Background: an optimization exercise with open tools, aiming at small area. Do not read the settings as production practice. Only simulation tests tie the RTL to the original design; equivalence was not proved. The flow treats the clock pin as an ideal source, which a real chip does not have. Power is estimated from default activity; no workload was simulated.

==> job 1789 <==
// jtcps1_tilemap
module jtcps1_tilemap(
    input              rst,
    input              clk,
    input              flip,
    input      [ 8:0]  vrender,  
    input      [ 2:0]  size,     
    input      [15:0]  hpos,
    input      [15:0]  vpos,
    input              start,
    input              stop,
    output reg         done,
    input      [ 5:0]  game,
    input      [15:0]  bank_offset,
    input      [15:0]  bank_mask,
    output reg [ 7:0]  tile_addr,
    input      [15:0]  tile_data,
    output reg [19:0]  rom_addr,     
    output reg         rom_half,     
    input      [31:0]  rom_data,
    output reg         rom_cs,
    input              rom_ok,
    output reg [ 8:0]  buf_addr,
    output reg [10:0]  buf_data,
    output reg         buf_wr
);
Settings: LEC_CHECK=0, CAP_MARGIN=20, CORE_MARGIN=2, CORE_UTILIZATION=40, SLEW_MARGIN=20; clock period 10.0 ns.
standard.sh (not shown) runs the stock make flow with config.mk's settings and CLKGATE_MAP_FILE= SYNTH_SCRIPT=/design/flow/synth_recipe.tcl, a recipe that flattens the netlist after the stock synthesis.
==> flow/flow/run.sh <==
#!/bin/bash
# Own layout flow: the standard ORFS flow (standard.sh, unchanged synthesis)
# with smaller port buffers and a clock tree without dummy loads.
set -euo pipefail
# buffer every input and output port with the smallest buffer
export BUFFER_PORTS_ARGS="-buffer_cell sky130_fd_sc_hd__buf_1"
# clock tree: clkbuf_8 leaves on larger clusters, no dummy loads
export CTS_ARGS="-sink_clustering_enable -repair_clock_nets -dont_use_dummy_load -buf_list sky130_fd_sc_hd__clkbuf_8 -sink_clustering_size 30 -sink_clustering_max_diameter 100"
bash standard.sh > flow_make.log 2>&1
==> inputs of job 142, as changes to job 1789 <==
==> flow/flow/run.sh (replaced) <==
#!/bin/bash
# Own layout flow: the standard ORFS flow (standard.sh, unchanged synthesis)
# with smaller port buffers, synthesis buffers removed before placement and a
# clock tree without dummy loads.
set -euo pipefail
export BUFFER_PORTS_ARGS="-buffer_cell sky130_fd_sc_hd__buf_1"
export REMOVE_ABC_BUFFERS=1
export CTS_ARGS="-sink_clustering_enable -repair_clock_nets -dont_use_dummy_load -buf_list sky130_fd_sc_hd__clkbuf_8"
bash standard.sh > flow_make.log 2>&1
GPL_TIMING_DRIVEN = 0   (was unset)
==> qor summary <==
metric	job 142	job 1789
Hold worst-path end	buf_data[9]	buf_data[6]
Global-route met2 utilization	33.57%	34.11%
Average detailed-routed wire length per instance	19.20 um	19.58 um
Required time worst endpoint	10.33 ns	10.29 ns
Logic depth of the worst setup path including buffers	11	13
Crit path buffers/inverters	1	3
Worst relative slew slack	29.71%	31.74%
Status	complete, no violations	complete, no violations
Post-route cell area	8432 um2	8471 um2
Fraction of cell area in non-clock buffers	7.939%	8.685%
Launch instance of the worst min-delay path	group[0]	pal[2]
Proportion of power drawn by combinational gates	33.1%	33.4%
Worst slew pin tran	1.054 ns	1.018 ns
Power after layout	1.452 mW	1.462 mW
Slowest stage cell on the critical path	sky130_fd_sc_hd__nor3b_2	sky130_fd_sc_hd__nor2_1
Final weighted congestion in routability-driven placement	0.9674	0.9753

* * *

==> inputs of run a <==
Another version of the RTL of jtcps1_tilemap (not shown whole).
==> flow/design.v (excerpt) <==
module jtcps1_tilemap(rst, clk, flip, vrender, size, hpos, vpos, start, stop, done, game, bank_offset, bank_mask, tile_addr, tile_data, rom_addr, rom_half, rom_data, rom_cs, rom_ok, buf_addr
, buf_data, buf_wr);
==> flow/config.mk <==
export PLATFORM = sky130hd
export DESIGN_NAME = jtcps1_tilemap
export DESIGN_NICKNAME = jtcps1_tilemap
export VERILOG_FILES = /design/flow/design.v
export SDC_FILE = /design/flow/constraint.sdc
export NUM_CORES = 4
export LEC_CHECK = 0
export CAP_MARGIN = 20
export CORE_MARGIN = 2
export CORE_UTILIZATION = 40
export GPL_TIMING_DRIVEN = 0
export SLEW_MARGIN = 20
==> flow/constraint.sdc <==
create_clock -name core_clock -period 10.0 [get_ports {clk}]
set_input_delay 2.0000 -clock core_clock [delete_from_list [all_inputs] [get_ports {clk}]]
set_output_delay 2.0000 -clock core_clock [all_outputs]
set_load 0.01 [all_outputs]
==> flow/flow/run.sh <==
#!/bin/bash
# Own layout flow: the standard ORFS flow (standard.sh, unchanged synthesis)
# with smaller port buffers, synthesis buffers removed before placement, and a
# clock tree whose last level is one clock buffer per cluster of flip-flops
# (flow/clock_leaves.tcl, run just before clock_tree_synthesis, which then
# builds the tree from the clock port to those buffers).
set -euo pipefail
HERE=$(cd "$(dirname "$0")"; pwd)
export BUFFER_PORTS_ARGS="-buffer_cell sky130_fd_sc_hd__buf_1"
export REMOVE_ABC_BUFFERS=1
export PRE_CTS_TCL="$HERE/clock_leaves.tcl"
export LEAF_K=12
export CTS_ARGS="-clk_nets clk -sink_clustering_enable -repair_clock_nets -dont_use_dummy_load -buf_list sky130_fd_sc_hd__clkbuf_8"
bash standard.sh > flow_make.log 2>&1
==> flow/flow/clock_leaves.tcl <==
# Pre-CTS: group the flip-flops into K clusters (k-means on their placed
# locations) and give each cluster its own clock buffer at the cluster centre;
# clock_tree_synthesis then builds the tree from the clock port to these
# buffers.
set K [expr {[info exists ::env(LEAF_K)] ? $::env(LEAF_K) : 12}]
set LEAF sky130_fd_sc_hd__clkbuf_8
set db [ord::get_db]; set block [[$db getChip] getBlock]
set bnet [$block findNet clk]
set its {}; set xs {}; set ys {}
foreach it [$bnet getITerms] {
  set b [[$it getInst] getBBox]
  lappend its $it; lappend xs [expr {([$b xMin]+[$b xMax])/2}]; lappend ys [expr {([$b yMin]+[$b yMax])/2}]
}
set N [llength $its]
set idx [lsort -integer -indices $xs]
set cx {}; set cy {}
for {set c 0} {$c < $K} {incr c} { set j [lindex $idx [expr {int(($c+0.5)*$N/$K)}]]; lappend cx [lindex $xs $j]; lappend cy [lindex $ys $j] }
for {set iter 0} {$iter < 100} {incr iter} {
  set asg {}
  for {set i 0} {$i < $N} {incr i} {
    set best 0; set bd 1e30
    for {set c 0} {$c < $K} {incr c} {
      set d [expr {abs([lindex $xs $i]-[lindex $cx $c]) + abs([lindex $ys $i]-[lindex $cy $c])}]
      if {$d < $bd} {set bd $d; set best $c}
    }
    lappend asg $best
  }
  for {set c 0} {$c < $K} {incr c} { set sx($c) 0.0; set sy($c) 0.0; set cnt($c) 0 }
  for {set i 0} {$i < $N} {incr i} { set c [lindex $asg $i]; set sx($c) [expr {$sx($c)+[lindex $xs $i]}]; set sy($c) [expr {$sy($c)+[lindex $ys $i]}]; incr cnt($c) }
  set cx {}; set cy {}
  for {set c 0} {$c < $K} {incr c} { set m [expr {max($cnt($c),1)}]; lappend cx [expr {$sx($c)/$m}]; lappend cy [expr {$sy($c)/$m}] }
}
for {set c 0} {$c < $K} {incr c} {
  if {$cnt($c) == 0} continue
  set net($c) [odb::dbNet_create $block clknet_leaf_$c]
  $net($c) setSigType CLOCK
  set inst [odb::dbInst_create $block [$db findMaster $LEAF] clkbuf_leaf_$c]
  $inst setLocation [expr {int([lindex $cx $c])}] [expr {int([lindex $cy $c])}]
  $inst setPlacementStatus PLACED
  [$inst findITerm X] connect $net($c)
  [$inst findITerm A] connect $bnet
  puts "clock leaf $c: $cnt($c) flip-flops"
}
for {set i 0} {$i < $N} {incr i} { set it [lindex $its $i]; $it disconnect; $it connect $net([lindex $asg $i]) }
==> run b (differences from run a) <==
==> flow/flow/run.sh (replaced) <==
#!/bin/bash
# Own layout flow: the standard ORFS flow (standard.sh, unchanged synthesis)
# with smaller port buffers, synthesis buffers removed before placement, a
# clock tree without dummy loads, and gates on paths with slack downsized after
# global routing.
set -euo pipefail
export BUFFER_PORTS_ARGS="-buffer_cell sky130_fd_sc_hd__buf_1"
export REMOVE_ABC_BUFFERS=1
export CTS_ARGS="-sink_clustering_enable -repair_clock_nets -dont_use_dummy_load -buf_list sky130_fd_sc_hd__clkbuf_8"
export RECOVER_POWER=100
bash standard.sh > flow_make.log 2>&1
removed: flow/flow/clock_leaves.tcl
==> run c (differences from run a) <==
--- a/flow/flow/run.sh
+++ b/flow/flow/run.sh
@@ -11,3 +11,3 @@
 export PRE_CTS_TCL="$HERE/clock_leaves.tcl"
-export LEAF_K=12
+export LEAF_K=10
 export CTS_ARGS="-clk_nets clk -sink_clustering_enable -repair_clock_nets -dont_use_dummy_load -buf_list sky130_fd_sc_hd__clkbuf_8"
--- a/flow/flow/clock_leaves.tcl
+++ b/flow/flow/clock_leaves.tcl
@@ -4,3 +4,3 @@
 # buffers.
-set K [expr {[info exists ::env(LEAF_K)] ? $::env(LEAF_K) : 12}]
+set K [expr {[info exists ::env(LEAF_K)] ? $::env(LEAF_K) : 10}]
 set LEAF sky130_fd_sc_hd__clkbuf_8
==> summary.txt <==
result of the run=complete, no violations; commonest non-fill, non-tap cells in the layout=161 x sky130_fd_sc_hd__buf_1, 65 x sky130_fd_sc_hd__nand2_1, 65 x sky130_fd_sc_hd__edfxtp_1, 51 x sky130_fd_sc_hd__a21oi_1, 50 x sky130_fd_sc_hd__dfrtp_1; Worst Hold Margin=roughly 0.47 ns; final routed wire length divided by cell count=approximately 21 µm; leakage power figure=between 3 and 4 nW; Layout Cell Area excl Fill=slightly above 8000 µm²
-- figures above: run a

==> summary.txt <==
top layer in use=met4; Worst Hold Margin=0.4657 ns; Largest regs=pxl_data: 32 flops, rom_addr: 20 flops, code: 16 flops; leakage power figure=roughly 3 nW; Switching Share=between 30 and 40%; result of the run=complete, no violations; transition time of the tightest slew-check pin=roughly 1.1 ns; CP startpoint kind=primary input; commonest non-fill, non-tap cells in the layout=161 x sky130_fd_sc_hd__buf_1, 65 x sky130_fd_sc_hd__nand2_1, 65 x sky130_fd_sc_hd__edfxtp_1, 51 x sky130_fd_sc_hd__a21oi_1, 50 x sky130_fd_sc_hd__dfrtp_1
-- figures above: run c

==> summary.txt <==
number of max-capacitance violations reported=3; Failed Checks=capacitance limit, slew limit; final routed wire length divided by cell count=20.52 µm; result of the run=failed layout checks; fin. max-slew vios=a little under 100
-- figures above: run b

[static timing again, ports no longer ideal]
How much do the figures lean on ideal ports? The routed layouts below were timed once more, with nothing changed but the port constraints.
Step 1 sets driving cells, clkbuf_16 on the clock port and buf_2 on the other inputs (assumed; they add their load-dependent delay and slew).
Step 2 moves the port delays by t, midway between the first and last clock arrival at a register: inputs arrive t later, outputs are due t later. That takes back most of the time a late clock gives input paths.
Slacks: no drivers / after step 1 / after step 2; pairs: no drivers / after step 1.
run | shift t [ns] | slack for setup (ns) | worst setup path after step 2
job 1789 | 0.463 | 4.936 / 4.952 / 4.490 | input to register
job 142 | 0.456 | 4.715 / 4.728 / 4.272 | input to register
run a | 0.494 | 4.570 / 4.589 / 4.095 | input to register
run b | 0.461 | 3.083 / 3.085 / 2.624 | input to register
run c | 0.477 | 4.536 / 4.551 / 4.074 | input to register
For run a, which loses most, drivers alone change the setup slack by +0.019 ns; drivers and shift together by -0.475 ns.
